Source: an optimization exercise on an open RTL-to-GDS flow (aim: small area). Production flows keep margins and buffers that such runs may drop.
Where RTL was checked, it was by simulation tests only, not by an equivalence proof against the original.
No functional check of the RTL was part of run 1.

==> design/flow/design.v <==
module cordic(angle, out1, clk);
  input signed [31:0] angle;
  input clk;
  output [15:0] out1;
  wire [15:0] a_hi = angle[31:16];
  wire [14:0] u_c = (a_hi[15] != a_hi[14]) ? {15{~a_hi[15]}} : {~a_hi[14], a_hi[13:0]};
  wire [15:0] x_1;
  wire signed [16:0] y_2;
  reg [15:0] x_1_t; reg signed [16:0] y_2_t;
  assign x_1 = x_1_t; assign y_2 = y_2_t;
  always @* case (u_c[14:9])
    6'd0: begin x_1_t = 16'd43266; y_2_t = -17'sd33652; end
    6'd1: begin x_1_t = 16'd42234; y_2_t = -17'sd32318; end
    6'd2: begin x_1_t = 16'd41245; y_2_t = -17'sd31012; end
    6'd3: begin x_1_t = 16'd40295; y_2_t = -17'sd29738; end
    6'd4: begin x_1_t = 16'd39382; y_2_t = -17'sd28487; end
    6'd5: begin x_1_t = 16'd38510; y_2_t = -17'sd27271; end
    6'd6: begin x_1_t = 16'd37677; y_2_t = -17'sd26079; end
    6'd7: begin x_1_t = 16'd36879; y_2_t = -17'sd24915; end
    6'd8: begin x_1_t = 16'd36093; y_2_t = -17'sd23733; end
    6'd9: begin x_1_t = 16'd35367; y_2_t = -17'sd22617; end
    6'd10: begin x_1_t = 16'd34678; y_2_t = -17'sd21521; end
    6'd11: begin x_1_t = 16'd34022; y_2_t = -17'sd20449; end
    6'd12: begin x_1_t = 16'd33397; y_2_t = -17'sd19390; end
    6'd13: begin x_1_t = 16'd32807; y_2_t = -17'sd18356; end
    6'd14: begin x_1_t = 16'd32250; y_2_t = -17'sd17338; end
    6'd15: begin x_1_t = 16'd31722; y_2_t = -17'sd16340; end
    6'd16: begin x_1_t = 16'd31086; y_2_t = -17'sd15065; end
    6'd17: begin x_1_t = 16'd30630; y_2_t = -17'sd14101; end
    6'd18: begin x_1_t = 16'd30205; y_2_t = -17'sd13149; end
    6'd19: begin x_1_t = 16'd29807; y_2_t = -17'sd12213; end
    6'd20: begin x_1_t = 16'd29440; y_2_t = -17'sd11282; end
    6'd21: begin x_1_t = 16'd29100; y_2_t = -17'sd10368; end
    6'd22: begin x_1_t = 16'd28791; y_2_t = -17'sd9462; end
    6'd23: begin x_1_t = 16'd28509; y_2_t = -17'sd8568; end
    6'd24: begin x_1_t = 16'd28247; y_2_t = -17'sd7648; end
    6'd25: begin x_1_t = 16'd28021; y_2_t = -17'sd6770; end
    6'd26: begin x_1_t = 16'd27824; y_2_t = -17'sd5896; end
    6'd27: begin x_1_t = 16'd27652; y_2_t = -17'sd5030; end
    6'd28: begin x_1_t = 16'd27509; y_2_t = -17'sd4163; end
    6'd29: begin x_1_t = 16'd27391; y_2_t = -17'sd3307; end
    6'd30: begin x_1_t = 16'd27302; y_2_t = -17'sd2451; end
    6'd31: begin x_1_t = 16'd27238; y_2_t = -17'sd1599; end
    6'd32: begin x_1_t = 16'd27239; y_2_t = 17'sd1599; end
    6'd33: begin x_1_t = 16'd27301; y_2_t = 17'sd2451; end
    6'd34: begin x_1_t = 16'd27392; y_2_t = 17'sd3307; end
    6'd35: begin x_1_t = 16'd27508; y_2_t = 17'sd4163; end
    6'd36: begin x_1_t = 16'd27653; y_2_t = 17'sd5030; end
    6'd37: begin x_1_t = 16'd27823; y_2_t = 17'sd5896; end
    6'd38: begin x_1_t = 16'd28022; y_2_t = 17'sd6770; end
    6'd39: begin x_1_t = 16'd28246; y_2_t = 17'sd7648; end
    6'd40: begin x_1_t = 16'd28510; y_2_t = 17'sd8568; end
    6'd41: begin x_1_t = 16'd28790; y_2_t = 17'sd9462; end
    6'd42: begin x_1_t = 16'd29101; y_2_t = 17'sd10368; end
    6'd43: begin x_1_t = 16'd29439; y_2_t = 17'sd11282; end
    6'd44: begin x_1_t = 16'd29808; y_2_t = 17'sd12213; end
    6'd45: begin x_1_t = 16'd30204; y_2_t = 17'sd13149; end
    6'd46: begin x_1_t = 16'd30631; y_2_t = 17'sd14101; end
    6'd47: begin x_1_t = 16'd31085; y_2_t = 17'sd15065; end
    6'd48: begin x_1_t = 16'd31723; y_2_t = 17'sd16340; end
    6'd49: begin x_1_t = 16'd32249; y_2_t = 17'sd17338; end
    6'd50: begin x_1_t = 16'd32808; y_2_t = 17'sd18356; end
    6'd51: begin x_1_t = 16'd33396; y_2_t = 17'sd19390; end
    6'd52: begin x_1_t = 16'd34023; y_2_t = 17'sd20449; end
    6'd53: begin x_1_t = 16'd34677; y_2_t = 17'sd21521; end
    6'd54: begin x_1_t = 16'd35368; y_2_t = 17'sd22617; end
    6'd55: begin x_1_t = 16'd36092; y_2_t = 17'sd23733; end
    6'd56: begin x_1_t = 16'd36880; y_2_t = 17'sd24915; end
    6'd57: begin x_1_t = 16'd37676; y_2_t = 17'sd26079; end
    6'd58: begin x_1_t = 16'd38511; y_2_t = 17'sd27271; end
    6'd59: begin x_1_t = 16'd39381; y_2_t = 17'sd28487; end
    6'd60: begin x_1_t = 16'd40296; y_2_t = 17'sd29738; end
    6'd61: begin x_1_t = 16'd41244; y_2_t = 17'sd31012; end
    6'd62: begin x_1_t = 16'd42235; y_2_t = 17'sd32318; end
    6'd63: begin x_1_t = 16'd43265; y_2_t = 17'sd33652; end
    default: begin x_1_t = 16'd0; y_2_t = 17'sd0; end
  endcase
  wire [14:0] xk_3 = x_1[14:0];
  wire [15:0] yk_4 = y_2[15:0];
  wire [0:0] sg_5 = u_c[14];
  wire [8:0] u_6 = u_c[8:0];
  reg [8:0] u_r0;
  always @(posedge clk) u_r0 <= u_6;
  reg [14:0] x_r0;
  always @(posedge clk) x_r0 <= xk_3;
  reg [15:0] y_r0;
  always @(posedge clk) y_r0 <= yk_4;
  reg [0:0] sg_r0;
  always @(posedge clk) sg_r0 <= sg_5;
  wire [15:0] xf_7 = {~x_r0[14], x_r0};
  wire [16:0] yf_8 = {~sg_r0, y_r0};
  wire [14:0] x_9;
  wire [15:0] y_10;
  cordic_addsub_x #(15, 10, 1) a_x_9 (.a(x_r0), .b(yf_8[16:7]), .sub(~u_r0[8]), .s(x_9));
  cordic_addsub_x #(16, 9, 0) a_y_10 (.a(y_r0), .b(xf_7[15:7]), .sub(~u_r0[8]), .s(y_10));
  wire [7:0] u_11 = u_r0[7:0];
  reg [7:0] u_r1;
  always @(posedge clk) u_r1 <= u_11;
  reg [14:0] x_r1;
  always @(posedge clk) x_r1 <= x_9;
  reg [15:0] y_r1;
  always @(posedge clk) y_r1 <= y_10;
  reg [0:0] sg_r1;
  always @(posedge clk) sg_r1 <= sg_r0;
  wire [15:0] xf_12 = {~x_r1[14], x_r1};
  wire [16:0] yf_13 = {~sg_r1, y_r1};
  wire [14:0] x_14;
  wire [15:0] y_15;
  cordic_addsub_x #(15, 9, 1) a_x_14 (.a(x_r1), .b(yf_13[16:8]), .sub(~u_r1[7]), .s(x_14));
  cordic_addsub_x #(16, 8, 0) a_y_15 (.a(y_r1), .b(xf_12[15:8]), .sub(~u_r1[7]), .s(y_15));
  wire [6:0] u_16 = u_r1[6:0];
  reg [6:0] u_r2;
  always @(posedge clk) u_r2 <= u_16;
  reg [14:0] x_r2;
  always @(posedge clk) x_r2 <= x_14;
  reg [15:0] y_r2;
  always @(posedge clk) y_r2 <= y_15;
  reg [0:0] sg_r2;
  always @(posedge clk) sg_r2 <= sg_r1;
  wire [15:0] xf_17 = {~x_r2[14], x_r2};
  wire [16:0] yf_18 = {~sg_r2, y_r2};
  wire [14:0] x_19;
  wire [15:0] y_20;
  cordic_addsub_x #(15, 8, 1) a_x_19 (.a(x_r2), .b(yf_18[16:9]), .sub(~u_r2[6]), .s(x_19));
  cordic_addsub_x #(16, 7, 0) a_y_20 (.a(y_r2), .b(xf_17[15:9]), .sub(~u_r2[6]), .s(y_20));
  wire [5:0] u_21 = u_r2[5:0];
  reg [5:0] u_r3;
  always @(posedge clk) u_r3 <= u_21;
  reg [14:0] x_r3;
  always @(posedge clk) x_r3 <= x_19;
  reg [15:0] y_r3;
  always @(posedge clk) y_r3 <= y_20;
  reg [0:0] sg_r3;
  always @(posedge clk) sg_r3 <= sg_r2;
  wire [15:0] xf_22 = {~x_r3[14], x_r3};
  wire [16:0] yf_23 = {~sg_r3, y_r3};
  wire [14:0] x_24;
  wire [15:0] y_25;
  cordic_addsub_x #(15, 7, 1) a_x_24 (.a(x_r3), .b(yf_23[16:10]), .sub(~u_r3[5]), .s(x_24));
  cordic_addsub_x #(16, 6, 0) a_y_25 (.a(y_r3), .b(xf_22[15:10]), .sub(~u_r3[5]), .s(y_25));
  wire [4:0] u_26 = u_r3[4:0];
  reg [4:0] u_r4;
  always @(posedge clk) u_r4 <= u_26;
  reg [14:0] x_r4;
  always @(posedge clk) x_r4 <= x_24;
  reg [15:0] y_r4;
  always @(posedge clk) y_r4 <= y_25;
  reg [0:0] sg_r4;
  always @(posedge clk) sg_r4 <= sg_r3;
  wire [15:0] xf_27 = {~x_r4[14], x_r4};
  wire [16:0] yf_28 = {~sg_r4, y_r4};
  wire [14:0] x_29;
  wire [15:0] y_30;
  cordic_addsub_x #(15, 6, 1) a_x_29 (.a(x_r4), .b(yf_28[16:11]), .sub(~u_r4[4]), .s(x_29));
  cordic_addsub_x #(16, 5, 0) a_y_30 (.a(y_r4), .b(xf_27[15:11]), .sub(~u_r4[4]), .s(y_30));
  wire [3:0] u_31 = u_r4[3:0];
  reg [3:0] u_r5;
  always @(posedge clk) u_r5 <= u_31;
  reg [14:0] x_r5;
  always @(posedge clk) x_r5 <= x_29;
  reg [15:0] y_r5;
  always @(posedge clk) y_r5 <= y_30;
  reg [0:0] sg_r5;
  always @(posedge clk) sg_r5 <= sg_r4;
  wire [15:0] xf_32 = {~x_r5[14], x_r5};
  wire [16:0] yf_33 = {~sg_r5, y_r5};
  wire [14:0] x_34;
  wire [15:0] y_35;
  cordic_addsub_x #(15, 5, 1) a_x_34 (.a(x_r5), .b(yf_33[16:12]), .sub(~u_r5[3]), .s(x_34));
  cordic_addsub_x #(16, 4, 0) a_y_35 (.a(y_r5), .b(xf_32[15:12]), .sub(~u_r5[3]), .s(y_35));
  wire [2:0] u_36 = u_r5[2:0];
  reg [2:0] u_r6;
  always @(posedge clk) u_r6 <= u_36;
  reg [14:0] x_r6;
  always @(posedge clk) x_r6 <= x_34;
  reg [15:0] y_r6;
  always @(posedge clk) y_r6 <= y_35;
  reg [0:0] sg_r6;
  always @(posedge clk) sg_r6 <= sg_r5;
  wire [15:0] xf_37 = {~x_r6[14], x_r6};
  wire [16:0] yf_38 = {~sg_r6, y_r6};
  wire [14:0] x_39;
  wire [15:0] y_40;
  cordic_addsub_x #(15, 4, 1) a_x_39 (.a(x_r6), .b(yf_38[16:13]), .sub(~u_r6[2]), .s(x_39));
  cordic_addsub_x #(16, 3, 0) a_y_40 (.a(y_r6), .b(xf_37[15:13]), .sub(~u_r6[2]), .s(y_40));
  wire [1:0] u_41 = u_r6[1:0];
  reg [1:0] u_r7;
  always @(posedge clk) u_r7 <= u_41;
  reg [14:0] x_r7;
  always @(posedge clk) x_r7 <= x_39;
  reg [15:0] y_r7;
  always @(posedge clk) y_r7 <= y_40;
  reg [0:0] sg_r7;
  always @(posedge clk) sg_r7 <= sg_r6;
  wire [14:0] x_42;
  wire [15:0] y_43;
  cordic_tail2 t_x_42 (.xk(x_r7), .yk(y_r7), .sg(sg_r7), .d(u_r7[1:0]), .xo(x_42), .yo(y_43));
  reg [14:0] x_r8;
  always @(posedge clk) x_r8 <= x_42;
  reg [15:0] y_r8;
  always @(posedge clk) y_r8 <= y_43;
  reg [0:0] sg_r8;
  always @(posedge clk) sg_r8 <= sg_r7;
  wire [0:0] sb_44 = sg_r8;
  wire [15:0] xf_45 = {~x_r8[14], x_r8};
  wire [15:0] op_46 = xf_45[15:0] ^ {16{sb_44}};
  wire [12:0] ql_47;
  wire [0:0] c_48;
  cordic_add #(13) a_ql_47 (.a(y_r8[12:0]), .b(op_46[12:0]), .ci(sb_44), .s(ql_47), .co(c_48));
  wire [2:0] qh_49 = y_r8[15:13];
  wire [0:0] oh_50 = sb_44;
  reg [14:0] x_r9;
  always @(posedge clk) x_r9 <= x_r8;
  reg [2:0] qh_r9;
  always @(posedge clk) qh_r9 <= qh_49;
  reg [0:0] oh_r9;
  always @(posedge clk) oh_r9 <= oh_50;
  reg [12:0] ql_r9;
  always @(posedge clk) ql_r9 <= ql_47;
  reg [0:0] cc_r9;
  always @(posedge clk) cc_r9 <= c_48;
  wire [15:0] xf_51 = {~x_r9[14], x_r9};
  wire [15:0] op_52 = xf_51[15:0] ^ {16{oh_r9}};
  wire [2:0] qh_53;
  cordic_add #(3) a_qh_53 (.a(qh_r9), .b(op_52[15:13]), .ci(cc_r9), .s(qh_53), .co());
  wire [15:0] q_54 = {qh_53, ql_r9};
  wire [13:0] x_55 = x_r9[14:1];
  wire [0:0] sb_56 = ~q_54[15];
  wire [14:0] xf_57 = {~x_55[13], x_55};
  wire [14:0] op_58 = xf_57[14:0] ^ {15{sb_56}};
  wire [9:0] ql_59;
  wire [0:0] c_60;
  cordic_add #(10) a_ql_59 (.a(q_54[9:0]), .b(op_58[9:0]), .ci(sb_56), .s(ql_59), .co(c_60));
  wire [4:0] qh_61 = q_54[14:10];
  wire [0:0] oh_62 = sb_56;
  reg [13:0] x_r10;
  always @(posedge clk) x_r10 <= x_55;
  reg [0:0] bits_r10;
  always @(posedge clk) bits_r10 <= sb_56;
  reg [4:0] qh_r10;
  always @(posedge clk) qh_r10 <= qh_61;
  reg [0:0] oh_r10;
  always @(posedge clk) oh_r10 <= oh_62;
  reg [9:0] ql_r10;
  always @(posedge clk) ql_r10 <= ql_59;
  reg [0:0] cc_r10;
  always @(posedge clk) cc_r10 <= c_60;
  wire [14:0] xf_63 = {~x_r10[13], x_r10};
  wire [14:0] op_64 = xf_63[14:0] ^ {15{oh_r10}};
  wire [4:0] qh_65;
  cordic_add #(5) a_qh_65 (.a(qh_r10), .b(op_64[14:10]), .ci(cc_r10), .s(qh_65), .co());
  wire [14:0] q_66 = {qh_65, ql_r10};
  wire [12:0] x_67 = x_r10[13:1];
  wire [0:0] sb_68 = ~q_66[14];
  wire [1:0] bits_69 = {bits_r10, sb_68};
  wire [13:0] xf_70 = {~x_67[12], x_67};
  wire [13:0] op_71 = xf_70[13:0] ^ {14{sb_68}};
  wire [7:0] ql_72;
  wire [0:0] c_73;
  cordic_add #(8) a_ql_72 (.a(q_66[7:0]), .b(op_71[7:0]), .ci(sb_68), .s(ql_72), .co(c_73));
  wire [5:0] qh_74 = q_66[13:8];
  wire [0:0] oh_75 = sb_68;
  reg [12:0] x_r11;
  always @(posedge clk) x_r11 <= x_67;
  reg [1:0] bits_r11;
  always @(posedge clk) bits_r11 <= bits_69;
  reg [5:0] qh_r11;
  always @(posedge clk) qh_r11 <= qh_74;
  reg [0:0] oh_r11;
  always @(posedge clk) oh_r11 <= oh_75;
  reg [7:0] ql_r11;
  always @(posedge clk) ql_r11 <= ql_72;
  reg [0:0] cc_r11;
  always @(posedge clk) cc_r11 <= c_73;
  wire [13:0] xf_76 = {~x_r11[12], x_r11};
  wire [13:0] op_77 = xf_76[13:0] ^ {14{oh_r11}};
  wire [5:0] qh_78;
  cordic_add #(6) a_qh_78 (.a(qh_r11), .b(op_77[13:8]), .ci(cc_r11), .s(qh_78), .co());
  wire [13:0] q_79 = {qh_78, ql_r11};
  wire [11:0] x_80 = x_r11[12:1];
  wire [0:0] sb_81 = ~q_79[13];
  wire [2:0] bits_82 = {bits_r11, sb_81};
  wire [12:0] xf_83 = {~x_80[11], x_80};
  wire [13:0] op_84 = {1'b0, xf_83[12:0]} ^ {14{sb_81}};
  wire [6:0] ql_85;
  wire [0:0] c_86;
  cordic_add #(7) a_ql_85 (.a(q_79[6:0]), .b(op_84[6:0]), .ci(sb_81), .s(ql_85), .co(c_86));
  wire [6:0] qh_87 = q_79[13:7];
  wire [0:0] oh_88 = sb_81;
  reg [11:0] x_r12;
  always @(posedge clk) x_r12 <= x_80;
  reg [2:0] bits_r12;
  always @(posedge clk) bits_r12 <= bits_82;
  reg [6:0] qh_r12;
  always @(posedge clk) qh_r12 <= qh_87;
  reg [0:0] oh_r12;
  always @(posedge clk) oh_r12 <= oh_88;
  reg [6:0] ql_r12;
  always @(posedge clk) ql_r12 <= ql_85;
  reg [0:0] cc_r12;
  always @(posedge clk) cc_r12 <= c_86;
  wire [12:0] xf_89 = {~x_r12[11], x_r12};
  wire [13:0] op_90 = {1'b0, xf_89[12:0]} ^ {14{oh_r12}};
  wire [6:0] qh_91;
  cordic_add #(7) a_qh_91 (.a(qh_r12), .b(op_90[13:7]), .ci(cc_r12), .s(qh_91), .co());
  wire [13:0] q_92 = {qh_91, ql_r12};
  wire [10:0] x_93 = x_r12[11:1];
  wire [0:0] sb_94 = ~q_92[13];
  wire [3:0] bits_95 = {bits_r12, sb_94};
  wire [11:0] xf_96 = {~x_93[10], x_93};
  wire [12:0] op_97 = {1'b0, xf_96[11:0]} ^ {13{sb_94}};
  wire [5:0] ql_98;
  wire [0:0] c_99;
  cordic_add #(6) a_ql_98 (.a(q_92[5:0]), .b(op_97[5:0]), .ci(sb_94), .s(ql_98), .co(c_99));
  wire [6:0] qh_100 = q_92[12:6];
  wire [0:0] oh_101 = sb_94;
  reg [10:0] x_r13;
  always @(posedge clk) x_r13 <= x_93;
  reg [3:0] bits_r13;
  always @(posedge clk) bits_r13 <= bits_95;
  reg [6:0] qh_r13;
  always @(posedge clk) qh_r13 <= qh_100;
  reg [0:0] oh_r13;
  always @(posedge clk) oh_r13 <= oh_101;
  reg [5:0] ql_r13;
  always @(posedge clk) ql_r13 <= ql_98;
  reg [0:0] cc_r13;
  always @(posedge clk) cc_r13 <= c_99;
  wire [11:0] xf_102 = {~x_r13[10], x_r13};
  wire [12:0] op_103 = {1'b0, xf_102[11:0]} ^ {13{oh_r13}};
  wire [6:0] qh_104;
  cordic_add #(7) a_qh_104 (.a(qh_r13), .b(op_103[12:6]), .ci(cc_r13), .s(qh_104), .co());
  wire [12:0] q_105 = {qh_104, ql_r13};
  wire [9:0] x_106 = x_r13[10:1];
  wire [0:0] sb_107 = ~q_105[12];
  wire [4:0] bits_108 = {bits_r13, sb_107};
  wire [10:0] xf_109 = {~x_106[9], x_106};
  wire [11:0] op_110 = {1'b0, xf_109[10:0]} ^ {12{sb_107}};
  wire [5:0] ql_111;
  wire [0:0] c_112;
  cordic_add #(6) a_ql_111 (.a(q_105[5:0]), .b(op_110[5:0]), .ci(sb_107), .s(ql_111), .co(c_112));
  wire [5:0] qh_113 = q_105[11:6];
  wire [0:0] oh_114 = sb_107;
  reg [9:0] x_r14;
  always @(posedge clk) x_r14 <= x_106;
  reg [4:0] bits_r14;
  always @(posedge clk) bits_r14 <= bits_108;
  reg [5:0] qh_r14;
  always @(posedge clk) qh_r14 <= qh_113;
  reg [0:0] oh_r14;
  always @(posedge clk) oh_r14 <= oh_114;
  reg [5:0] ql_r14;
  always @(posedge clk) ql_r14 <= ql_111;
  reg [0:0] cc_r14;
  always @(posedge clk) cc_r14 <= c_112;
  wire [10:0] xf_115 = {~x_r14[9], x_r14};
  wire [11:0] op_116 = {1'b0, xf_115[10:0]} ^ {12{oh_r14}};
  wire [5:0] qh_117;
  cordic_add #(6) a_qh_117 (.a(qh_r14), .b(op_116[11:6]), .ci(cc_r14), .s(qh_117), .co());
  wire [11:0] q_118 = {qh_117, ql_r14};
  wire [8:0] x_119 = x_r14[9:1];
  wire [0:0] sb_120 = ~q_118[11];
  wire [5:0] bits_121 = {bits_r14, sb_120};
  wire [9:0] xf_122 = {~x_119[8], x_119};
  wire [10:0] op_123 = {1'b0, xf_122[9:0]} ^ {11{sb_120}};
  wire [6:0] ql_124;
  wire [0:0] c_125;
  cordic_add #(7) a_ql_124 (.a(q_118[6:0]), .b(op_123[6:0]), .ci(sb_120), .s(ql_124), .co(c_125));
  wire [3:0] qh_126 = q_118[10:7];
  wire [0:0] oh_127 = sb_120;
  reg [8:0] x_r15;
  always @(posedge clk) x_r15 <= x_119;
  reg [5:0] bits_r15;
  always @(posedge clk) bits_r15 <= bits_121;
  reg [3:0] qh_r15;
  always @(posedge clk) qh_r15 <= qh_126;
  reg [0:0] oh_r15;
  always @(posedge clk) oh_r15 <= oh_127;
  reg [6:0] ql_r15;
  always @(posedge clk) ql_r15 <= ql_124;
  reg [0:0] cc_r15;
  always @(posedge clk) cc_r15 <= c_125;
  wire [9:0] xf_128 = {~x_r15[8], x_r15};
  wire [10:0] op_129 = {1'b0, xf_128[9:0]} ^ {11{oh_r15}};
  wire [3:0] qh_130;
  cordic_add #(4) a_qh_130 (.a(qh_r15), .b(op_129[10:7]), .ci(cc_r15), .s(qh_130), .co());
  wire [10:0] q_131 = {qh_130, ql_r15};
  wire [7:0] x_132 = x_r15[8:1];
  wire [0:0] sb_133 = ~q_131[10];
  wire [6:0] bits_134 = {bits_r15, sb_133};
  wire [8:0] xf_135 = {~x_132[7], x_132};
  wire [9:0] op_136 = {1'b0, xf_135[8:0]} ^ {10{sb_133}};
  wire [9:0] ql_137;
  wire [0:0] c_138;
  cordic_add #(10) a_ql_137 (.a(q_131[9:0]), .b(op_136[9:0]), .ci(sb_133), .s(ql_137), .co(c_138));
  wire [6:0] x_139 = x_132[7:1];
  reg [6:0] x_r16;
  always @(posedge clk) x_r16 <= x_139;
  reg [6:0] bits_r16;
  always @(posedge clk) bits_r16 <= bits_134;
  reg [9:0] q_r16;
  always @(posedge clk) q_r16 <= ql_137;
  wire [0:0] sb_140 = ~q_r16[9];
  wire [7:0] bits_141 = {bits_r16, sb_140};
  wire [7:0] xf_142 = {~x_r16[6], x_r16};
  wire [8:0] op_143 = {1'b0, xf_142[7:0]} ^ {9{sb_140}};
  wire [8:0] ql_144;
  wire [0:0] c_145;
  cordic_add #(9) a_ql_144 (.a(q_r16[8:0]), .b(op_143[8:0]), .ci(sb_140), .s(ql_144), .co(c_145));
  wire [5:0] x_146 = x_r16[6:1];
  wire [0:0] sb_147 = ~ql_144[8];
  wire [8:0] bits_148 = {bits_141, sb_147};
  wire [6:0] xf_149 = {~x_146[5], x_146};
  wire [7:0] op_150 = {1'b0, xf_149[6:0]} ^ {8{sb_147}};
  wire [3:0] ql_151;
  wire [0:0] c_152;
  cordic_add #(4) a_ql_151 (.a(ql_144[3:0]), .b(op_150[3:0]), .ci(sb_147), .s(ql_151), .co(c_152));
  wire [3:0] qh_153 = ql_144[7:4];
  wire [0:0] oh_154 = sb_147;
  reg [5:0] x_r17;
  always @(posedge clk) x_r17 <= x_146;
  reg [8:0] bits_r17;
  always @(posedge clk) bits_r17 <= bits_148;
  reg [3:0] qh_r17;
  always @(posedge clk) qh_r17 <= qh_153;
  reg [0:0] oh_r17;
  always @(posedge clk) oh_r17 <= oh_154;
  reg [3:0] ql_r17;
  always @(posedge clk) ql_r17 <= ql_151;
  reg [0:0] cc_r17;
  always @(posedge clk) cc_r17 <= c_152;
  wire [6:0] xf_155 = {~x_r17[5], x_r17};
  wire [7:0] op_156 = {1'b0, xf_155[6:0]} ^ {8{oh_r17}};
  wire [3:0] qh_157;
  cordic_add #(4) a_qh_157 (.a(qh_r17), .b(op_156[7:4]), .ci(cc_r17), .s(qh_157), .co());
  wire [7:0] q_158 = {qh_157, ql_r17};
  wire [4:0] x_159 = x_r17[5:1];
  wire [0:0] sb_160 = ~q_158[7];
  wire [9:0] bits_161 = {bits_r17, sb_160};
  wire [5:0] xf_162 = {~x_159[4], x_159};
  wire [6:0] op_163 = {1'b0, xf_162[5:0]} ^ {7{sb_160}};
  wire [6:0] ql_164;
  wire [0:0] c_165;
  cordic_add #(7) a_ql_164 (.a(q_158[6:0]), .b(op_163[6:0]), .ci(sb_160), .s(ql_164), .co(c_165));
  wire [3:0] x_166 = x_159[4:1];
  reg [3:0] x_r18;
  always @(posedge clk) x_r18 <= x_166;
  reg [9:0] bits_r18;
  always @(posedge clk) bits_r18 <= bits_161;
  reg [6:0] q_r18;
  always @(posedge clk) q_r18 <= ql_164;
  wire [0:0] sb_167 = ~q_r18[6];
  wire [10:0] bits_168 = {bits_r18, sb_167};
  wire [4:0] xf_169 = {~x_r18[3], x_r18};
  wire [5:0] op_170 = {1'b0, xf_169[4:0]} ^ {6{sb_167}};
  wire [5:0] ql_171;
  wire [0:0] c_172;
  cordic_add #(6) a_ql_171 (.a(q_r18[5:0]), .b(op_170[5:0]), .ci(sb_167), .s(ql_171), .co(c_172));
  wire [2:0] x_173 = x_r18[3:1];
  wire [0:0] sb_174 = ~ql_171[5];
  wire [11:0] bits_175 = {bits_168, sb_174};
  wire [3:0] xf_176 = {~x_173[2], x_173};
  wire [4:0] op_177 = {1'b0, xf_176[3:0]} ^ {5{sb_174}};
  wire [4:0] ql_178;
  wire [0:0] c_179;
  cordic_add #(5) a_ql_178 (.a(ql_171[4:0]), .b(op_177[4:0]), .ci(sb_174), .s(ql_178), .co(c_179));
  wire [0:0] sb_180 = ~ql_178[4];
  wire [12:0] bits_181 = {bits_175, sb_180};
  reg [12:0] bits_r19;
  always @(posedge clk) bits_r19 <= bits_181;
  reg [12:0] bits_r20;
  always @(posedge clk) bits_r20 <= bits_r19;
  reg [12:0] bits_r21;
  always @(posedge clk) bits_r21 <= bits_r20;
  reg [12:0] bits_r22;
  always @(posedge clk) bits_r22 <= bits_r21;
  reg [12:0] bits_r23;
  always @(posedge clk) bits_r23 <= bits_r22;
  reg [12:0] bits_r24;
  always @(posedge clk) bits_r24 <= bits_r23;
  reg [12:0] bits_r25;
  always @(posedge clk) bits_r25 <= bits_r24;
  reg [12:0] bits_r26;
  always @(posedge clk) bits_r26 <= bits_r25;
  reg [12:0] bits_r27;
  always @(posedge clk) bits_r27 <= bits_r26;
  reg [12:0] bits_r28;
  always @(posedge clk) bits_r28 <= bits_r27;
  reg [12:0] bits_r29;
  always @(posedge clk) bits_r29 <= bits_r28;
  assign out1 = {bits_r29, 3'b100};
endmodule
module cordic_add #(parameter W = 8) (a, b, ci, s, co);
  input [W-1:0] a;
  input [W-1:0] b;
  input ci;
  output [W-1:0] s;
  output co;
  wire [W:0] c;
  assign c[0] = ci;
  genvar i;
  generate
    for (i = 0; i < W; i = i + 1) begin : bit_
      assign s[i] = a[i] ^ b[i] ^ c[i];
      assign c[i+1] = (a[i] & b[i]) | (c[i] & (a[i] ^ b[i]));
    end
  endgenerate
  assign co = c[W];
endmodule
module cordic_addsub_x #(parameter W = 16, parameter N = 8, parameter SX = 1) (a, b, sub, s);
  input [W-1:0] a;
  input [N-1:0] b;
  input sub;
  output [W-1:0] s;
  wire [N:0] c;
  wire [N-1:0] bx = b ^ {N{sub}};
  assign c[0] = sub;
  genvar i;
  generate
    for (i = 0; i < N; i = i + 1) begin : lo_
      wire [N-1:0] b = bx;
      assign s[i] = a[i] ^ b[i] ^ c[i];
      assign c[i+1] = (a[i] & b[i]) | (c[i] & (a[i] ^ b[i]));
    end
    if (W > N) begin : hi_
      wire e = (SX ? b[N-1] : 1'b0) ^ sub;
      wire inc = ~e & c[N];
      wire dec = e & ~c[N];
      wire [W:N] p1;
      wire [W:N] p0;
      assign p1[N] = 1'b1;
      assign p0[N] = 1'b1;
      for (i = N; i < W; i = i + 1) begin : hb_
        assign p1[i+1] = p1[i] & a[i];
        assign p0[i+1] = p0[i] & ~a[i];
        assign s[i] = a[i] ^ ((inc & p1[i]) | (dec & p0[i]));
      end
    end
  endgenerate
endmodule
module cordic_tail2 (xk, yk, sg, d, xo, yo);
  input [14:0] xk;
  input [15:0] yk;
  input sg;
  input [1:0] d;
  output [14:0] xo;
  output [15:0] yo;
  wire x15 = ~xk[14];
  wire y16 = ~sg;
  wire signed [3:0] ya = {y16, y16, yk[15:14]};    
  wire signed [3:0] xa = {2'b00, x15, xk[14]};      
  wire signed [3:0] dx1 = d[1] ? ya : -ya;
  wire signed [3:0] dy1 = d[1] ? xa : -xa;
  wire signed [4:0] lox = $signed({3'b000, xk[1:0]}) + dx1;
  wire signed [4:0] loy = $signed({3'b000, yk[1:0]}) + dy1;
  wire upx = (&xk[14:2]) & ~lox[4] & (lox[3] | lox[2]);
  wire dnx = (~|xk[14:2]) & lox[4];
  wire upy = (&yk[14:2]) & ~loy[4] & (loy[3] | loy[2]);
  wire dny = (~|yk[14:2]) & loy[4];
  wire xb = upx | (~dnx & x15);
  wire signed [3:0] xbs = {3'b000, xb};
  wire signed [3:0] yb = $signed({y16, y16, y16, yk[15]}) + $signed({3'b000, upy}) - $signed({3'b000, dny});
  wire signed [3:0] tx = dx1 + (d[0] ? yb : -yb);
  wire signed [3:0] ty = dy1 + (d[0] ? xbs : -xbs);
  cordic_addsub_x #(15, 4, 1) ax (.a(xk), .b(tx), .sub(1'b0), .s(xo));
  cordic_addsub_x #(16, 3, 1) ay (.a(yk), .b(ty[2:0]), .sub(1'b0), .s(yo));
endmodule
==> design/flow/run.sh <==
#!/bin/bash
# synth_recipe.tcl (not shown) runs the flow's synth.tcl, then flattens the netlist and writes it again
# the make line also repeats each setting of config.mk as NAME=value (left out here)
make -C /OpenROAD-flow-scripts/flow DESIGN_CONFIG=/design/flow/config.mk WORK_HOME=/design/flow/orfs CLKGATE_MAP_FILE= SYNTH_SCRIPT=/design/flow/synth_recipe.tcl finish
==> design/flow/config.mk <==
export PLATFORM = sky130hd
export DESIGN_NAME = cordic
export DESIGN_NICKNAME = cordic
export VERILOG_FILES = /design/flow/design.v
export SDC_FILE = /design/flow/constraint.sdc
export NUM_CORES = 4
export LEC_CHECK = 0
export CAP_MARGIN = 20
export CORE_MARGIN = 2
export CORE_UTILIZATION = 40
export CTS_BUF_LIST = sky130_fd_sc_hd__clkbuf_16
export CTS_CLUSTER_DIAMETER = 100
export CTS_CLUSTER_SIZE = 30
export SLEW_MARGIN = 20
==> design/flow/constraint.sdc <==
create_clock -name core_clock -period 5.5 [get_ports {clk}]
set_input_delay 1.1000 -clock core_clock [delete_from_list [all_inputs] [get_ports {clk}]]
set_output_delay 1.1000 -clock core_clock [all_outputs]
set_load 0.01 [all_outputs]
==> impl_metrics.toml, run 1 <==
[worst_setup_path]
path_max_fanout = 3
critPathTopFamily = "adder cells"
slowest_stage = "or4b_4"
max_stage_delay_ps = 470
arrival_ps = 6460
cp-start-kind = "flop"
critPathMostFrequentCell = "inv_2"
endpoint_kind = "flop"
crit_type = "flop to flop"
critPathBufInv = 4
required_ps = 6030

[drt]
post_drt_wl_per_cell_um = 16.3
via_count = 17859
wl_um = 61200
via_per_inst = 4.76
first_iter_violations = 962
first_pass_iters = 5
ant_nets = 0
drc_errors = 0

[die]
initial_core_util_pct = 40.2
die_x_um = 277
coreArea_sq_um = 74100
num_io_pins = 49
fp.dieArea_sq_um = 76600
die_h_um = 277
num_rows = 100

[grt]
grtUsageTotal_pct = 16.1
grt_pass1_wl_um = 99400
grt_overflow = 0
grt_max_degree = 34
grt_antenna_before_repair = 0
grt_pass1_vias = 18587

[synth]
synth_edf_count = 0
synth_cells = 2700
synthFlopType = "dfxtp_1"
synthTopCellsByArea = "dfxtp_1 50%, fa_1 13%, xnor2_1 5.9%, xor2_1 5.6%, inv_1 5.4%"
yosysUniqueCellTypes = 76
ys_warn_count = 1
yosysMostFrequentCell = "dfxtp_1"
seq_area_frac_synth_pct = 50.0
yosys.area.top_type = "dfxtp_1"
postSynthAreaPerCell_sq_um = 11.0
synth_seq_cells = 744
yosysTopAreaCellShare_pct = 50.0
ys_async_sr_fraction_pct = 0
netlist_area_sq_um = 29800
synthTopCellsByCount = "744 x dfxtp_1, 425 x inv_1, 202 x xnor2_1"

[layout]
area_growth_pct = 11.6
nets = 3070
design_area_sq_um = 33200
drive_gt1_share_pct = 11.5
n_fill_cell = 6900
n_antenna_cell = 0

[status]
status = "complete, but fails checks"
failed_checks = "setup timing"

[timing]
fin_hold_ws_ps = 330
fin_setup_tns_ps = -2220
fmax_ghz = 0.169
setup_viol = 7
rsz0062_at_grt = "yes"
period_needed_ps = 5930
worst_pin_slew_ps = 982
drv_slew = 0
period_share_pct = 108
relSlewSlack_pct = 34.4
setup_ws_ps = -434
hold_viol = 0
fin_skew_ps = 12.9

[clock_tree]
path_clk_slew_ps = 100
numCtsBuffers = 30
clkSinkCount = 744
clk_latency_ps = 630
cts_buffer_depth = 3
hold_buffers = 0
htree_levels = 1
cts_tree = "yes"
clockRootBuffer = "clkbuf_16"

[placement]
gp_congestion = 0.837
dpl_cell_area_sq_um = 32000
io_buffer_count = 29
hpwl_um = 46000
pre_cts_ws_ps = -730

[job]
max_cap_violations = 0

[worst_hold_path]
holdCritPathClass = "flop to flop"
[repair_timing]
action | in CTS | in global routing
setup endpoints to repair | 15 | 25
pin swaps | 22 | 35
resized for setup | 35 | 45
gates cloned | 0 | 0
buffers inserted | 7 | 7
[final timing paths]
kind	startpoint	endpoint	slack, ps	cells past startpoint
worst max-delay path	u_r7[1]	x_r8[14]	-430	25
worst min-delay path	bits_r20[8]	bits_r21[8]	330	0
worst max register to register	u_r7[1]	x_r8[14]	-430	25
worst min register to register	bits_r20[8]	bits_r21[8]	330	0
[logic make-up after synthesis]
group | Yosys count | share of synthesized area, %
flops | 744 | 50.0
buf+inv | 533 | 6.79
simple gates | 411 | 7.37
xor+xnor | 392 | 11.6
compound gates | 310 | 6.69
fa+ha+maj | 259 | 15.8
mux | 49 | 1.67
other cells | 2 | 0.0252
[state kept, by name (all words and copies together) (netlist names), 16 cells and up]
| signal | cells |
|---|---|
| y_r0 | 16 |
| y_r1 | 16 |
| y_r2 | 16 |
| y_r3 | 16 |
| y_r4 | 16 |
| y_r5 | 16 |
| y_r6 | 16 |
| y_r7 | 16 |
| y_r8 | 16 |
[cell usage in the layout, fill, tap and decap left out, types with 11 or more instances in the layout]
master           Yosys  final
o22ai_1             16     16
xnor2_2              0     14
nand3_1             33     33
ha_1                63     60
inv_1              425    417
nor2b_1             19     19
a211oi_1            13     13
a21oi_1             79     77
mux2i_1             43     40
o21ai_0             71     70
fa_2                 0     62
nand2b_1            26     26
clkdlybuf4s50_1      0     29
nand4_1             18     18
fa_1               196    134
nor4_1              12     11
nor2_1              94     90
clkbuf_16            0     30
dfxtp_1            744    731
nor3_1              32     30
buf_4                3    116
a31oi_1             30     30
xor2_1             189    183
and4_1              12     12
xnor2_1            202    185
dfxtp_2              0     13
nand2_1             91     90
[routing by layer]
metal	vias to the layer above	wire length, um	global-route usage [%]	share of wire, %
met3	99	2780	2.30	4.5
met5	-	0	0	0
met1	8764	27400	21.2	45
met4	0	1690	4.14	2.8
li1	8605	-	-	-
met2	391	29400	27.9	48
[cell type report]
type | count | area, sq um | share of cell area (%)
flip-flops and latches | 744 | 14900 | 44.9
multi-input cells | 1424 | 13400 | 40.3
inverters | 427 | 1600 | 4.82
repair buffers | 151 | 1250 | 3.75
well taps | 969 | 1210 | 3.65
clock buffers | 30 | 751 | 2.26
clock inverters | 9 | 113 | 0.339
[metrics by stage]
stage | instances | utilization, %
3_3_place_gp | 3701 | 43.2
4_1_cts | 3747 | 44.6
5_1_grt | 3754 | 44.8
2_1_floorplan | 2701 | -
3_5_place_dp | 3701 | 43.2
6_report | 3754 | 44.8
==> run 2: changes to the inputs <==
--- a/design/flow/design.v
+++ b/design/flow/design.v
@@ -547,21 +547,254 @@
   output [15:0] yo;
-  wire x15 = ~xk[14];
+  wire xk15 = ~xk[14];
   wire y16 = ~sg;
-  wire signed [3:0] ya = {y16, y16, yk[15:14]};    
-  wire signed [3:0] xa = {2'b00, x15, xk[14]};      
-  wire signed [3:0] dx1 = d[1] ? ya : -ya;
-  wire signed [3:0] dy1 = d[1] ? xa : -xa;
-  wire signed [4:0] lox = $signed({3'b000, xk[1:0]}) + dx1;
-  wire signed [4:0] loy = $signed({3'b000, yk[1:0]}) + dy1;
-  wire upx = (&xk[14:2]) & ~lox[4] & (lox[3] | lox[2]);
-  wire dnx = (~|xk[14:2]) & lox[4];
-  wire upy = (&yk[14:2]) & ~loy[4] & (loy[3] | loy[2]);
-  wire dny = (~|yk[14:2]) & loy[4];
-  wire xb = upx | (~dnx & x15);
-  wire signed [3:0] xbs = {3'b000, xb};
-  wire signed [3:0] yb = $signed({y16, y16, y16, yk[15]}) + $signed({3'b000, upy}) - $signed({3'b000, dny});
-  wire signed [3:0] tx = dx1 + (d[0] ? yb : -yb);
-  wire signed [3:0] ty = dy1 + (d[0] ? xbs : -xbs);
-  cordic_addsub_x #(15, 4, 1) ax (.a(xk), .b(tx), .sub(1'b0), .s(xo));
-  cordic_addsub_x #(16, 3, 1) ay (.a(yk), .b(ty[2:0]), .sub(1'b0), .s(yo));
+  wire [2:0] ya3 = {y16, yk[15:14]};
+  reg [1:0] ldx;
+  always @* case ({d[1], ya3, xk[1:0]})
+    6'd0: ldx = 2'd0;
+    6'd1: ldx = 2'd0;
+    6'd2: ldx = 2'd0;
+    6'd3: ldx = 2'd0;
+    6'd4: ldx = 2'd2;
+    6'd5: ldx = 2'd0;
+    6'd6: ldx = 2'd0;
+    6'd7: ldx = 2'd0;
+    6'd8: ldx = 2'd2;
+    6'd9: ldx = 2'd2;
+    6'd10: ldx = 2'd0;
+    6'd11: ldx = 2'd0;
+    6'd12: ldx = 2'd2;
+    6'd13: ldx = 2'd2;
+    6'd14: ldx = 2'd2;
+    6'd15: ldx = 2'd0;
+    6'd16: ldx = 2'd1;
+    6'd17: ldx = 2'd1;
+    6'd18: ldx = 2'd1;
+    6'd19: ldx = 2'd1;
+    6'd20: ldx = 2'd0;
+    6'd21: ldx = 2'd1;
+    6'd22: ldx = 2'd1;
+    6'd23: ldx = 2'd1;
+    6'd24: ldx = 2'd0;
+    6'd25: ldx = 2'd0;
+    6'd26: ldx = 2'd1;
+    6'd27: ldx = 2'd1;
+    6'd28: ldx = 2'd0;
+    6'd29: ldx = 2'd0;
+    6'd30: ldx = 2'd0;
+    6'd31: ldx = 2'd1;
+    6'd32: ldx = 2'd0;
+    6'd33: ldx = 2'd0;
+    6'd34: ldx = 2'd0;
+    6'd35: ldx = 2'd0;
+    6'd36: ldx = 2'd0;
+    6'd37: ldx = 2'd0;
+    6'd38: ldx = 2'd0;
+    6'd39: ldx = 2'd1;
+    6'd40: ldx = 2'd0;
+    6'd41: ldx = 2'd0;
+    6'd42: ldx = 2'd1;
+    6'd43: ldx = 2'd1;
+    6'd44: ldx = 2'd0;
+    6'd45: ldx = 2'd1;
+    6'd46: ldx = 2'd1;
+    6'd47: ldx = 2'd1;
+    6'd48: ldx = 2'd2;
+    6'd49: ldx = 2'd2;
+    6'd50: ldx = 2'd2;
+    6'd51: ldx = 2'd2;
+    6'd52: ldx = 2'd2;
+    6'd53: ldx = 2'd2;
+    6'd54: ldx = 2'd2;
+    6'd55: ldx = 2'd0;
+    6'd56: ldx = 2'd2;
+    6'd57: ldx = 2'd2;
+    6'd58: ldx = 2'd0;
+    6'd59: ldx = 2'd0;
+    6'd60: ldx = 2'd2;
+    6'd61: ldx = 2'd0;
+    6'd62: ldx = 2'd0;
+    6'd63: ldx = 2'd0;
+  endcase
+  reg [1:0] ldy;
+  always @* case ({d[1], xk15, xk[14], yk[1:0]})
+    5'd0: ldy = 2'd0;
+    5'd1: ldy = 2'd0;
+    5'd2: ldy = 2'd0;
+    5'd3: ldy = 2'd0;
+    5'd4: ldy = 2'd2;
+    5'd5: ldy = 2'd0;
+    5'd6: ldy = 2'd0;
+    5'd7: ldy = 2'd0;
+    5'd8: ldy = 2'd2;
+    5'd9: ldy = 2'd2;
+    5'd10: ldy = 2'd0;
+    5'd11: ldy = 2'd0;
+    5'd12: ldy = 2'd2;
+    5'd13: ldy = 2'd2;
+    5'd14: ldy = 2'd2;
+    5'd15: ldy = 2'd0;
+    5'd16: ldy = 2'd0;
+    5'd17: ldy = 2'd0;
+    5'd18: ldy = 2'd0;
+    5'd19: ldy = 2'd0;
+    5'd20: ldy = 2'd0;
+    5'd21: ldy = 2'd0;
+    5'd22: ldy = 2'd0;
+    5'd23: ldy = 2'd1;
+    5'd24: ldy = 2'd0;
+    5'd25: ldy = 2'd0;
+    5'd26: ldy = 2'd1;
+    5'd27: ldy = 2'd1;
+    5'd28: ldy = 2'd0;
+    5'd29: ldy = 2'd1;
+    5'd30: ldy = 2'd1;
+    5'd31: ldy = 2'd1;
+  endcase
+  reg [3:0] t0x;
+  always @* case ({d[1], d[0], y16, yk[15:14]})
+    5'd0: t0x = 4'd0;
+    5'd1: t0x = 4'd15;
+    5'd2: t0x = 4'd13;
+    5'd3: t0x = 4'd12;
+    5'd4: t0x = 4'd6;
+    5'd5: t0x = 4'd5;
+    5'd6: t0x = 4'd3;
+    5'd7: t0x = 4'd2;
+    5'd8: t0x = 4'd0;
+    5'd9: t0x = 4'd15;
+    5'd10: t0x = 4'd15;
+    5'd11: t0x = 4'd14;
+    5'd12: t0x = 4'd2;
+    5'd13: t0x = 4'd1;
+    5'd14: t0x = 4'd1;
+    5'd15: t0x = 4'd0;
+    5'd16: t0x = 4'd0;
+    5'd17: t0x = 4'd1;
+    5'd18: t0x = 4'd1;
+    5'd19: t0x = 4'd2;
+    5'd20: t0x = 4'd14;
+    5'd21: t0x = 4'd15;
+    5'd22: t0x = 4'd15;
+    5'd23: t0x = 4'd0;
+    5'd24: t0x = 4'd0;
+    5'd25: t0x = 4'd1;
+    5'd26: t0x = 4'd3;
+    5'd27: t0x = 4'd4;
+    5'd28: t0x = 4'd10;
+    5'd29: t0x = 4'd11;
+    5'd30: t0x = 4'd13;
+    5'd31: t0x = 4'd14;
+  endcase
+  reg [3:0] t0xm;
+  always @* case ({d[1], d[0], y16, yk[15:14]})
+    5'd0: t0xm = 4'd15;
+    5'd1: t0xm = 4'd14;
+    5'd2: t0xm = 4'd12;
+    5'd3: t0xm = 4'd11;
+    5'd4: t0xm = 4'd5;
+    5'd5: t0xm = 4'd4;
+    5'd6: t0xm = 4'd2;
+    5'd7: t0xm = 4'd1;
+    5'd8: t0xm = 4'd15;
+    5'd9: t0xm = 4'd14;
+    5'd10: t0xm = 4'd14;
+    5'd11: t0xm = 4'd13;
+    5'd12: t0xm = 4'd1;
+    5'd13: t0xm = 4'd0;
+    5'd14: t0xm = 4'd0;
+    5'd15: t0xm = 4'd15;
+    5'd16: t0xm = 4'd15;
+    5'd17: t0xm = 4'd0;
+    5'd18: t0xm = 4'd0;
+    5'd19: t0xm = 4'd1;
+    5'd20: t0xm = 4'd13;
+    5'd21: t0xm = 4'd14;
+    5'd22: t0xm = 4'd14;
+    5'd23: t0xm = 4'd15;
+    5'd24: t0xm = 4'd15;
+    5'd25: t0xm = 4'd0;
+    5'd26: t0xm = 4'd2;
+    5'd27: t0xm = 4'd3;
+    5'd28: t0xm = 4'd9;
+    5'd29: t0xm = 4'd10;
+    5'd30: t0xm = 4'd12;
+    5'd31: t0xm = 4'd13;
+  endcase
+  reg [2:0] t0y;
+  always @* case ({d[1], d[0], xk15, xk[14]})
+    4'd0: t0y = 3'd0;
+    4'd1: t0y = 3'd7;
+    4'd2: t0y = 3'd5;
+    4'd3: t0y = 3'd4;
+    4'd4: t0y = 3'd0;
+    4'd5: t0y = 3'd7;
+    4'd6: t0y = 3'd7;
+    4'd7: t0y = 3'd6;
+    4'd8: t0y = 3'd0;
+    4'd9: t0y = 3'd1;
+    4'd10: t0y = 3'd1;
+    4'd11: t0y = 3'd2;
+    4'd12: t0y = 3'd0;
+    4'd13: t0y = 3'd1;
+    4'd14: t0y = 3'd3;
+    4'd15: t0y = 3'd4;
+  endcase
+  reg [2:0] t0ym;
+  always @* case ({d[1], d[0], xk15, xk[14]})
+    4'd0: t0ym = 3'd7;
+    4'd1: t0ym = 3'd6;
+    4'd2: t0ym = 3'd4;
+    4'd3: t0ym = 3'd3;
+    4'd4: t0ym = 3'd7;
+    4'd5: t0ym = 3'd6;
+    4'd6: t0ym = 3'd6;
+    4'd7: t0ym = 3'd5;
+    4'd8: t0ym = 3'd7;
+    4'd9: t0ym = 3'd0;
+    4'd10: t0ym = 3'd0;
+    4'd11: t0ym = 3'd1;
+    4'd12: t0ym = 3'd7;
+    4'd13: t0ym = 3'd0;
+    4'd14: t0ym = 3'd2;
+    4'd15: t0ym = 3'd3;
+  endcase
+  wire upx = (&xk[14:2]) & ldx[0];
+  wire dnx = (~|xk[14:2]) & ldx[1];
+  wire upy = (&yk[14:2]) & ldy[0];
+  wire dny = (~|yk[14:2]) & ldy[1];
+  wire xneg = d[0] ? dny : upy;
+  wire xpos = d[0] ? upy : dny;
+  wire yneg = d[0] ? dnx : upx;
+  wire ypos = d[0] ? upx : dnx;
+  cordic_addc_x #(15, 4) ax (.a(xk), .b(xneg ? t0xm : t0x), .ci(xpos), .s(xo));
+  cordic_addc_x #(16, 3) ay (.a(yk), .b(yneg ? t0ym : t0y), .ci(ypos), .s(yo));
+endmodule
+module cordic_addc_x #(parameter W = 16, parameter N = 4) (a, b, ci, s);
+  input [W-1:0] a;
+  input [N-1:0] b;
+  input ci;
+  output [W-1:0] s;
+  wire [N:0] c;
+  assign c[0] = ci;
+  genvar i;
+  generate
+    for (i = 0; i < N; i = i + 1) begin : lo_
+      assign s[i] = a[i] ^ b[i] ^ c[i];
+      assign c[i+1] = (a[i] & b[i]) | (c[i] & (a[i] ^ b[i]));
+    end
+    if (W > N) begin : hi_
+      wire e = b[N-1];
+      wire inc = ~e & c[N];
+      wire dec = e & ~c[N];
+      wire [W:N] p1;
+      wire [W:N] p0;
+      assign p1[N] = 1'b1;
+      assign p0[N] = 1'b1;
+      for (i = N; i < W; i = i + 1) begin : hb_
+        assign p1[i+1] = p1[i] & a[i];
+        assign p0[i+1] = p0[i] & ~a[i];
+        assign s[i] = a[i] ^ ((inc & p1[i]) | (dec & p0[i]));
+      end
+    end
+  endgenerate
 endmodule
==> impl_metrics.toml, run 2 <==
[placement]
io_buffer_count = 29
gp_congestion = 0.929
dpl_cell_area_sq_um = 31700
hpwl_um = 44900

[timing]
period_share_pct = 96.6
worst_pin_slew_ps = 844
rsz0062_at_grt = "yes"
fin_hold_ws_ps = 327
hold_viol = 0
fin_skew_ps = 17.5
setup_viol = 0
period_needed_ps = 5310
fmax_ghz = 0.188
relSlewSlack_pct = 43.5
drv_slew = 0

[drt]
ant_nets = 0
via_count = 17648
first_pass_iters = 5
first_iter_violations = 908
wl_um = 59500
via_per_inst = 4.70
top_layer = "met4"
wl_met2_um = 29100
post_drt_wl_per_cell_um = 15.8
drc_errors = 0
met1Wirelength_um = 26600
wl_met3_um = 2260

[synth]
synth_seq_cells = 744
ys_warn_count = 2
ys_async_sr_fraction_pct = 0
yosysMostFrequentCell = "dfxtp_1"
yosys.area_share.simple_pct = 7.67
yosys.area.top_type = "dfxtp_1"
yosysUniqueCellTypes = 79
muxShareOfSynthArea_pct = 1.88
synth_top_family_by_area = "adder cells"
synth_edf_count = 0
synth-adder-area-share_pct = 15.5
synthFlopType = "dfxtp_1"
netlist_area_sq_um = 29900
synth-compound-area-share_pct = 6.87
synth_xor_area_share_pct = 11.4
yosysTopAreaCellShare_pct = 49.9
synth_cells = 2743
synthTopCellsByCount = "744 x dfxtp_1, 421 x inv_1, 205 x xnor2_1"
seq_area_frac_synth_pct = 49.9
synthTopCellsByArea = "dfxtp_1 50%, fa_1 13%, xnor2_1 6.0%, xor2_1 5.3%, inv_1 5.3%"
postSynthAreaPerCell_sq_um = 10.9

[layout]
nets = 3065
final_common_cell = "dfxtp_1"
design_area_sq_um = 32800
most-common-layout-cells = "733 x dfxtp_1, 420 x inv_1, 186 x xnor2_1"
drive_gt1_share_pct = 8.47
area_growth_pct = 9.81
n_antenna_cell = 0

[job]
max_cap_violations = 0

[grt]
grt_antenna_before_repair = 0
grt_max_degree = 39
grt_overflow = 0
grtUsageTotal_pct = 15.5
grt_pass1_wl_um = 96900
grt_pass1_vias = 18379

[worst_setup_path]
arrival_ps = 5830
path_max_fanout = 4
r2r-start = "bits_r15[0]"
endpoint_kind = "flop"
cp-start-kind = "flop"
required_ps = 6010
r2r_setup_slack_ps = 190
crit_type = "flop to flop"
r2r_end = "q_r16[8]"
reg2regPathDepth = 16

[clock_tree]
numCtsBuffers = 29
path_clk_slew_ps = 110
clk_latency_ps = 630
cts_buffer_depth = 3
clkSinkCount = 744
hold_buffers = 0
clockRootBuffer = "clkbuf_16"
htree_levels = 1
cts_tree = "yes"

[worst_hold_path]
holdCritPathClass = "flop to flop"
min_to = "bits_r20[12]"
hp-start = "bits_r19[12]"
min_delay_path_depth = 0

[die]
coreArea_sq_um = 74200
num_io_pins = 49
initial_core_util_pct = 40.3
die_h_um = 277
die_x_um = 277
num_rows = 100
fp.dieArea_sq_um = 76900

[status]
status = "no timing/DRC/antenna violations"
[run 2: logic make-up (layout without fill, tap and decap cells)]
family,count (synthesis),count (layout)
buf+inv,536,577
mux,53,53
other cells,2,3
xor+xnor,388,388
simple gates,442,442
flops,744,744
fa+ha+maj,253,253
compound gates,325,325
[run 2: per-layer routing]
| layer | vias to the layer above | GRT usage [%] |
|---|---|---|
| li1 | 8658 | - |
| met1 | 8547 | 20.1 |
| met2 | 344 | 27.3 |
| met3 | 99 | 1.82 |
| met4 | 0 | 4.43 |
| met5 | - | 0 |
[run 2: stage by stage]
stage / worst slack (ps) / instances / TNS [ps] / utilization [%]
2_1_floorplan: -132 / 2744 / -132 / -
3_3_place_gp: -117 / 3706 / -316 / 42.8
3_5_place_dp: -191 / 3706 / -779 / 42.8
4_1_cts: 1.85 / 3747 / 0 / 44.0
5_1_grt: -50.3 / 3754 / -62.7 / 44.2
6_report: 189 / 3754 / 0 / 44.2
[run 2: worst max-delay path by stage]
stage / from / to / slack [ps] / cells after the start
floorplan: sg_r8 / ql_r9[12] / -130 / 16
global placement: sg_r8 / ql_r9[12] / -120 / 14
detailed placement: bits_r15[0] / q_r16[9] / -190 / 18
CTS: x_r15[7] / q_r16[9] / 2 / 18
global route: oh_r9 / ql_r10[9] / -50 / 19
finish: bits_r15[0] / q_r16[8] / 190 / 16
[run 2: worst max-delay path: stages, from the launching register on]
cell	delay (ps)
dfxtp_2	340
xor2_1	180
fa_2	370
fa_2	370
fa_2	390
xor2_4	190
xnor2_4	280
mux2i_2	140
fa_2	380
fa_2	360
fa_2	380
fa_2	370
fa_2	370
fa_1	400
inv_1	80
fa_2	200
fa_2	430
[run 2: cell type report]
| class | instances | area [sq um] |
|---|---|---|
| fill | 6934 | 41400 |
| sequential | 744 | 14900 |
| multi-input combinational | 1464 | 13300 |
| inverter | 429 | 1610 |
| tap | 969 | 1210 |
| timing repair buffer | 112 | 925 |
| clock buffer | 29 | 726 |
| clock inverter | 7 | 71.3 |
[run 2: what timing repair did]
item,CTS,global route
buffers inserted,5,8
setup endpoints to repair,10,12
resized for setup,19,38
endpoints found under the hold margin,0,0
cloned,0,0
pin swaps,8,26
==> run 3: changes to the inputs <==
--- a/design/flow/design.v
+++ b/design/flow/design.v
@@ -206,6 +206,6 @@
   wire [15:0] op_46 = xf_45[15:0] ^ {16{sb_44}};
-  wire [12:0] ql_47;
+  wire [11:0] ql_47;
   wire [0:0] c_48;
-  cordic_add #(13) a_ql_47 (.a(y_r8[12:0]), .b(op_46[12:0]), .ci(sb_44), .s(ql_47), .co(c_48));
-  wire [2:0] qh_49 = y_r8[15:13];
+  cordic_add #(12) a_ql_47 (.a(y_r8[11:0]), .b(op_46[11:0]), .ci(sb_44), .s(ql_47), .co(c_48));
+  wire [3:0] qh_49 = y_r8[15:12];
   wire [0:0] oh_50 = sb_44;
@@ -213,3 +213,5 @@
   always @(posedge clk) x_r9 <= x_r8;
-  reg [2:0] qh_r9;
+  reg [0:0] sg_r9;
+  always @(posedge clk) sg_r9 <= sg_r8;
+  reg [3:0] qh_r9;
   always @(posedge clk) qh_r9 <= qh_49;
@@ -217,3 +219,3 @@
   always @(posedge clk) oh_r9 <= oh_50;
-  reg [12:0] ql_r9;
+  reg [11:0] ql_r9;
   always @(posedge clk) ql_r9 <= ql_47;
@@ -223,7 +225,7 @@
   wire [15:0] op_52 = xf_51[15:0] ^ {16{oh_r9}};
-  wire [2:0] qh_53;
-  cordic_add #(3) a_qh_53 (.a(qh_r9), .b(op_52[15:13]), .ci(cc_r9), .s(qh_53), .co());
+  wire [3:0] qh_53;
+  cordic_add #(4) a_qh_53 (.a(qh_r9), .b(op_52[15:12]), .ci(cc_r9), .s(qh_53), .co());
   wire [15:0] q_54 = {qh_53, ql_r9};
   wire [13:0] x_55 = x_r9[14:1];
-  wire [0:0] sb_56 = ~q_54[15];
+  wire [0:0] sb_56 = ~sg_r9;
   wire [14:0] xf_57 = {~x_55[13], x_55};
==> impl_metrics.toml, run 3 <==
[synth]
yosysMostFrequentCell = "dfxtp_1"
postSynthAreaPerCell_sq_um = 10.9
ys_async_sr_fraction_pct = 0
synthFlopType = "dfxtp_1"
yosys.area.top_type = "dfxtp_1"
synth_edf_count = 0
seq_area_frac_synth_pct = 49.8
ys_warn_count = 2
yosysUniqueCellTypes = 77
synth_seq_cells = 742
synth_cells = 2738
synthTopCellsByCount = "742 x dfxtp_1, 428 x inv_1, 197 x xnor2_1"
synthTopCellsByArea = "dfxtp_1 50%, fa_1 13%, xnor2_1 5.8%, xor2_1 5.6%, inv_1 5.4%"
netlist_area_sq_um = 29800
yosysTopAreaCellShare_pct = 49.8

[drt]
wl_um = 60000
first_pass_iters = 5
via_count = 17838
ant_nets = 0
drc_errors = 0
via_per_inst = 4.76
post_drt_wl_per_cell_um = 16.0
first_iter_violations = 845

[timing]
setup_viol = 0
period_needed_ps = 5280
drv_slew = 0
fin_skew_ps = 25.8
worst_pin_slew_ps = 921
hold_viol = 0
period_share_pct = 96.0
setup_ws_ps = 218
fmax_ghz = 0.189
relSlewSlack_pct = 38.2
fin_setup_tns_ps = 0

[clock_tree]
hold_buffers = 0
path_clk_slew_ps = 110
cts_buffer_depth = 3
clkSinkCount = 742
htree_levels = 1
cts_tree = "yes"
clockRootBuffer = "clkbuf_16"
clk_latency_ps = 640
numCtsBuffers = 29

[layout]
area_growth_pct = 9.86
final_common_cell = "dfxtp_1"
nets = 3063
n_antenna_cell = 0
drive_gt1_share_pct = 8.52
post-route-util_pct = 44.2
most-common-layout-cells = "731 x dfxtp_1, 427 x inv_1, 187 x xor2_1"

[worst_setup_path]
r2r_setup_slack_ps = 220
r2r_end = "q_r16[9]"
reg2regPathDepth = 18
arrival_ps = 5840
max_stage_delay_ps = 440
path_max_fanout = 3
crit_type = "flop to flop"
critPathBufInv = 1
endpoint_kind = "flop"
r2r-start = "bits_r15[0]"
critPathTopFamily = "adder cells"
required_ps = 6060
cp-start-kind = "flop"
path_cells = "xor2_1 -> fa_2 -> fa_2 -> fa_2 -> xor2_4 -> xnor2_4 -> xnor2_2 -> fa_2 -> fa_2 -> fa_2 -> fa_2 -> fa_2 -> fa_1 -> inv_1 -> fa_2 -> fa_2 -> xnor2_1 -> xnor2_1"
critPathMostFrequentCell = "fa_2"
crit_start = "bits_r15[0]"
slowest_stage = "fa_2"

[die]
die_h_um = 277
fp.dieArea_sq_um = 76800
die_x_um = 277
coreArea_sq_um = 74100
num_io_pins = 49
num_rows = 100
initial_core_util_pct = 40.3

[worst_hold_path]
holdCritPathClass = "flop to flop"
min_to = "bits_r20[3]"
hp-start = "bits_r19[3]"
min_delay_path_depth = 0

[grt]
grt_pass1_vias = 18907
grt_overflow = 0
grt_max_degree = 33
grtUsageTotal_pct = 15.7
grt_antenna_before_repair = 3
grt_pass1_wl_um = 98200

[placement]
hpwl_um = 45600
gp_congestion = 0.848
pre_cts_ws_ps = -16.2
io_buffer_count = 29

[status]
status = "no timing/DRC/antenna violations"

[job]
max_cap_violations = 0
==> run 3: cell count changes after synthesis, sizes merged, moves of 7 or more <==
| cell | change |
|---|---|
| nor2b | -7 |
| nand4 | +7 |
| a22oi | -7 |
| nand2 | +7 |
| a21oi | -12 |
| xnor2 | -8 |
| xor2 | +9 |
| a31oi | -7 |
| buf | +7 |
==> run 3: how the worst max path moves through the flow <==
stage	end	slack (ps)	depth (start not counted)
4_1_cts	q_r16[9]	8	18
6_report	q_r16[9]	220	18
3_5_place_dp	ql_r15[6]	-20	19
5_1_grt	ql_r11[7]	-10	20
3_3_place_gp	ql_r15[6]	2	19
2_1_floorplan	q_r16[8]	-20	16
==> run 3: logic make-up after synthesis <==
logic type	share of synthesized area, %
compound gates	6.64
xor+xnor	11.5
fa+ha+maj	15.5
buf+inv	6.85
flops	49.8
mux	2.11
other cells	0.0252
simple gates	7.63
==> run 3: what timing repair did <==
action / 4_1_cts / 5_1_grt
setup buffers: 1 / 3
endpoints found under the setup margin: 6 / 17
pin swaps: 5 / 24
gates resized for setup: 5 / 44
==> run 3: routing by layer <==
metal  track usage (%)  wire length [um]
met1              19.5             25900
met2              28.3             29900
met5                 0                13
met3              2.60              2660
met4              3.90              1560
==> run 3: layout make-up <==
cell class | instances | area (sq um)
clock buffers | 29 | 726
clock inverters | 5 | 67.6
fillers | 6938 | 41300
inverters | 431 | 1620
multi-input cells | 1457 | 13300
flip-flops and latches | 742 | 14900
well taps | 969 | 1210
repair buffers | 118 | 987
==> run 3: through the flow <==
stage	cell area [sq um]	std cells	hold slack (ps)
detailed placement	31800	3713	312
finish	32800	3751	326
global route	32800	3751	328
floorplan	30100	2739	310
CTS	32600	3748	328
global placement	31800	3713	311

## static timing again, ports no longer ideal
Ports are ideal in the flow. The routed layouts listed here were re-timed in OpenROAD. Step 1: set_driving_cell puts a clkbuf_16 on clk and a buf_2 on each other input, an assumption about the parent block. Step 2 times the ports against the registers' clock, not the clock port: input delays grow and output delays shrink by t, the midpoint of the rising clock arrivals with the driver on. Three values: ideal ports, drivers, drivers and shift; two values: the first two.
| run | t (ns) | setup WS [ns] | worst register clock-pin slew, ns |
|---|---|---|---|
| run 1 | 0.680 | -0.434 / -0.434 / -0.434 | 0.11 / 0.11 |
| run 2 | 0.684 | 0.189 / 0.189 / 0.189 | 0.11 / 0.11 |
| run 3 | 0.687 | 0.218 / 0.218 / 0.218 | 0.11 / 0.11 |
